This is an optimization exercise on Yosys and OpenROAD, whose aim is small area and a short achievable clock period, not a production implementation.
The flow treats the clock pin as an ideal source. Dropping or thinning the clock tree relies on that and would not hold on a real chip.
Power and IR drop assume default switching activity.

Setup of cedar:
==> module fifo_sync, before the edit <==
module fifo_sync #(
     parameter Depth = 64,
     parameter Width = 8)
    (input clk,
     input  resetn,
     input [Width-1:0] data_in,
     input wr_en, rd_en,
     output [Width-1:0] data_out,
     output empty, full);
     reg  [7:0] ta;
     reg  [6:0] tb;
     reg        nempty;       
     reg        full_r;       
     reg        nempty_o;     
     wire [7:0] ta_n;
     wire [6:0] tb_n;
     wire       nempty_n, nempty_o_n, full_n;
     fifo_cnt cnt (
        .wr_en(wr_en), .rd_en(rd_en), .ta(ta), .tb(tb), .nempty(nempty),
        .ta_n(ta_n), .tb_n(tb_n), .nempty_n(nempty_n), .full_n(full_n),
        .full_r(full_r), .nempty_o(nempty_o), .nempty_o_n(nempty_o_n));
     always @(posedge clk or negedge resetn)
        if (!resetn) begin
           ta      <= 8'b0;
           tb      <= 7'b0;
           nempty  <= 1'b0;
           nempty_o <= 1'b0;
           full_r  <= 1'b0;
        end else begin
           ta      <= ta_n;
           tb      <= tb_n;
           nempty  <= nempty_n;
           nempty_o <= nempty_o_n;
           full_r  <= full_n;
        end
     assign empty = ~nempty_o;
     assign full  = full_r;
     wire [Depth:0] vn;
     genvar i;
     generate
        for (i = 0; i < Depth; i = i + 1) begin : dec
           wire a_gt  = ta[i / 8];
           wire a_ge  = (i / 8 == 0) ? 1'b1 : ta[(i / 8 + 7) % 8];
           wire b_gt  = (i % 8 == 7) ? 1'b0 : tb[i % 8 % 7];
           assign vn[i] = ~(a_gt | (a_ge & b_gt));
        end
     endgenerate
     assign vn[Depth] = 1'b1;
     wire rd_n = ~rd_en;
     reg  [Width-1:0] mem [0:Depth-1];
     generate
        for (i = 0; i < Depth; i = i + 1) begin : ent
           wire hold, shift, load;
           wire [Width-1:0] next;
           fifo_nor2 h (.a(rd_en), .b(vn[i]), .y(hold));
           if (i + 1 < Depth) begin : mid
              fifo_nor2 s (.a(rd_n), .b(vn[i+1]), .y(shift));
              fifo_ao21 l (.a(rd_en), .b(vn[i+1]), .c(vn[i]), .y(load));
              assign next = mem[(i + 1) % Depth];
           end else begin : last
              assign shift = 1'b0;
              assign load  = rd_en | vn[i];
              assign next  = {Width{1'b0}};
           end
           wire [Width-1:0] d;
           fifo_sel #(.Width(Width)) sel (
              .hold(hold), .shift(shift), .load(load),
              .cur(mem[i]), .nxt(next), .din(data_in), .d(d));
           always @(posedge clk)
              mem[i] <= d;
        end
     endgenerate
     assign data_out = mem[0];
endmodule
==> module fifo_cnt, before the edit <==
module fifo_cnt (
     input        wr_en, rd_en,
     input  [7:0] ta,
     input  [6:0] tb,
     input        nempty, full_r, nempty_o,
     output [7:0] ta_n,
     output [6:0] tb_n,
     output       nempty_n, full_n, nempty_o_n);
     wire do_read  = rd_en & nempty;
     wire do_write = wr_en & ~ta[7];
     wire up   = do_write & ~do_read;
     wire down = do_read & ~do_write;
     wire [6:0] tb_inc = tb[6] ? 7'b0 : {tb[5:0], 1'b1};
     wire [7:0] ta_inc = tb[6] ? {ta[6:0], 1'b1} : ta;
     wire [6:0] tb_dec = tb[0] ? {1'b0, tb[6:1]} : 7'b1111111;
     wire [7:0] ta_dec = tb[0] ? ta : {1'b0, ta[7:1]};
     assign tb_n     = up ? tb_inc : down ? tb_dec : tb;
     assign ta_n     = up ? ta_inc : down ? ta_dec : ta;
     assign nempty_n = up | (down ? (ta[0] | tb[1]) : nempty);
     assign nempty_o_n = up | (down ? (ta[0] | tb[1]) : nempty_o);
     assign full_n   = up ? (ta[6] & tb[6]) : (~down & full_r);
endmodule
export LEC_CHECK = 0
export CAP_MARGIN = 20
export CORE_MARGIN = 2
export CORE_UTILIZATION = 55
export SETUP_SLACK_MARGIN = 2.25
export SLEW_MARGIN = 20
export SYNTH_HIERARCHICAL = 1
export SYNTH_MINIMUM_KEEP_SIZE = 0
create_clock -name core_clock -period 4.0 [get_ports {clk}]
standard.sh (not shown) runs the stock make flow with config.mk's settings and CLKGATE_MAP_FILE= SYNTH_SCRIPT=/design/flow/synth_recipe.tcl, a recipe that flattens the netlist after the stock synthesis.
==> flow/flow/run.sh <==
#!/bin/bash
# The standard ORFS flow (standard.sh), except that the clock tree is built by
# flow/cts_hook.tcl: a two-level tree of root buffers (up to 4 on the clock
# port) feeding leaf buffers at the centres of balanced groups of flip-flops.
set -euo pipefail
here=$(pwd)
export PRE_CTS_TCL=$here/flow/cts_hook.tcl
export MYCTS_LEAVES=${MYCTS_LEAVES:-21}
export MYCTS_ROOTS=${MYCTS_ROOTS:-4}
# port buffers: a plain buffer rather than the delay cell ORFS picks by area
export BUFFER_PORTS_ARGS="-buffer_cell sky130_fd_sc_hd__buf_4"
bash standard.sh finish > "$here/orfs_make.log" 2>&1 || { tail -n 50 "$here/orfs_make.log"; exit 1; }
tail -n 5 "$here/orfs_make.log"
Other scripts of this flow, unchanged in this note and not shown: flow/flow/cts_hook.tcl, flow/flow/mycts.tcl
Input changes introduced in willow (baseline for comparison: cedar):
diff --git a/flow/design.v b/flow/design.v
--- a/flow/design.v
+++ b/flow/design.v
@@ -12,29 +12,26 @@
      reg  [6:0] tb;
      reg        nempty;       
      reg        full_r;       
-     reg        nempty_o;     
      wire [7:0] ta_n;
      wire [6:0] tb_n;
-     wire       nempty_n, nempty_o_n, full_n;
+     wire       nempty_n, full_n;
      fifo_cnt cnt (
         .wr_en(wr_en), .rd_en(rd_en), .ta(ta), .tb(tb), .nempty(nempty),
         .ta_n(ta_n), .tb_n(tb_n), .nempty_n(nempty_n), .full_n(full_n),
-        .full_r(full_r), .nempty_o(nempty_o), .nempty_o_n(nempty_o_n));
+        .full_r(full_r));
      always @(posedge clk or negedge resetn)
         if (!resetn) begin
            ta      <= 8'b0;
            tb      <= 7'b0;
            nempty  <= 1'b0;
-           nempty_o <= 1'b0;
            full_r  <= 1'b0;
         end else begin
            ta      <= ta_n;
            tb      <= tb_n;
            nempty  <= nempty_n;
-           nempty_o <= nempty_o_n;
            full_r  <= full_n;
         end
-     assign empty = ~nempty_o;
+     assign empty = ~nempty;
      assign full  = full_r;
      wire [Depth:0] vn;
      genvar i;
@@ -92,10 +89,10 @@
      input        wr_en, rd_en,
      input  [7:0] ta,
      input  [6:0] tb,
-     input        nempty, full_r, nempty_o,
+     input        nempty, full_r,
      output [7:0] ta_n,
      output [6:0] tb_n,
-     output       nempty_n, full_n, nempty_o_n);
+     output       nempty_n, full_n);
      wire do_read  = rd_en & nempty;
      wire do_write = wr_en & ~ta[7];
      wire up   = do_write & ~do_read;
@@ -107,6 +104,5 @@
      assign tb_n     = up ? tb_inc : down ? tb_dec : tb;
      assign ta_n     = up ? ta_inc : down ? ta_dec : ta;
      assign nempty_n = up | (down ? (ta[0] | tb[1]) : nempty);
-     assign nempty_o_n = up | (down ? (ta[0] | tb[1]) : nempty_o);
      assign full_n   = up ? (ta[6] & tb[6]) : (~down & full_r);
 endmodule
Of the two values seen for class of the most critical setup path, register to register was produced by cedar and primary input to register by willow. cedar → willow: synthesized area divided by synthesized cell count moved up, final routed wirelength across all metal layers now smaller, design area went down by 2.2%, simple-gate share of the synthesized area ~0 delta. Summary of willow over cedar: switching power total went down by 0.24 mW; combinational fraction of design power lower; worst path required time went up; setup slack dropped 29 ps. willow ended up with rd_en as its origin of the worst setup path; cedar ended up with tb[2]$_DFF_PN0_. Of willow and cedar, the higher first-iteration DRC count belongs to cedar. NOTE: share of the final layout cell area in multi-input gates in willow falls short of that of cedar.
No run of this note included a check of the RTL's function; only the layout flow was run. In every run of this note, the design's own scripts or RTL, not TritonCTS, make the clock network.

separate check: timing with driven ports:
In the flow no input, the clock included, has a driving cell. The finished layouts below were timed again as built, in two steps.
Step 1 sets driving cells, clkbuf_16 on the clock port and buf_2 on the other inputs (assumed; they add their load-dependent delay and slew).
Step 2 moves the port delays by t, midway between the first and last clock arrival at a register: inputs arrive t later, outputs are due t later. That takes back most of the time a late clock gives input paths.
Three values: no drivers, after step 1, after step 2; two values: the first two.
run	t, ns	setup slack, ns	hold slack, ns	worst slew at a driven data input, ns	pins driven straight from the clock port
cedar	0.470	2.246 / 2.124 / 1.654	0.293 / 0.246 / 0.471	0.29	4
willow	0.456	2.217 / 2.141 / 1.782	0.294 / 0.244 / 0.462	0.09	4
After both steps every run listed still meets setup and hold. The setup slack of cedar, which loses most, moves by -0.122 ns with the drivers and by -0.592 ns with both steps.
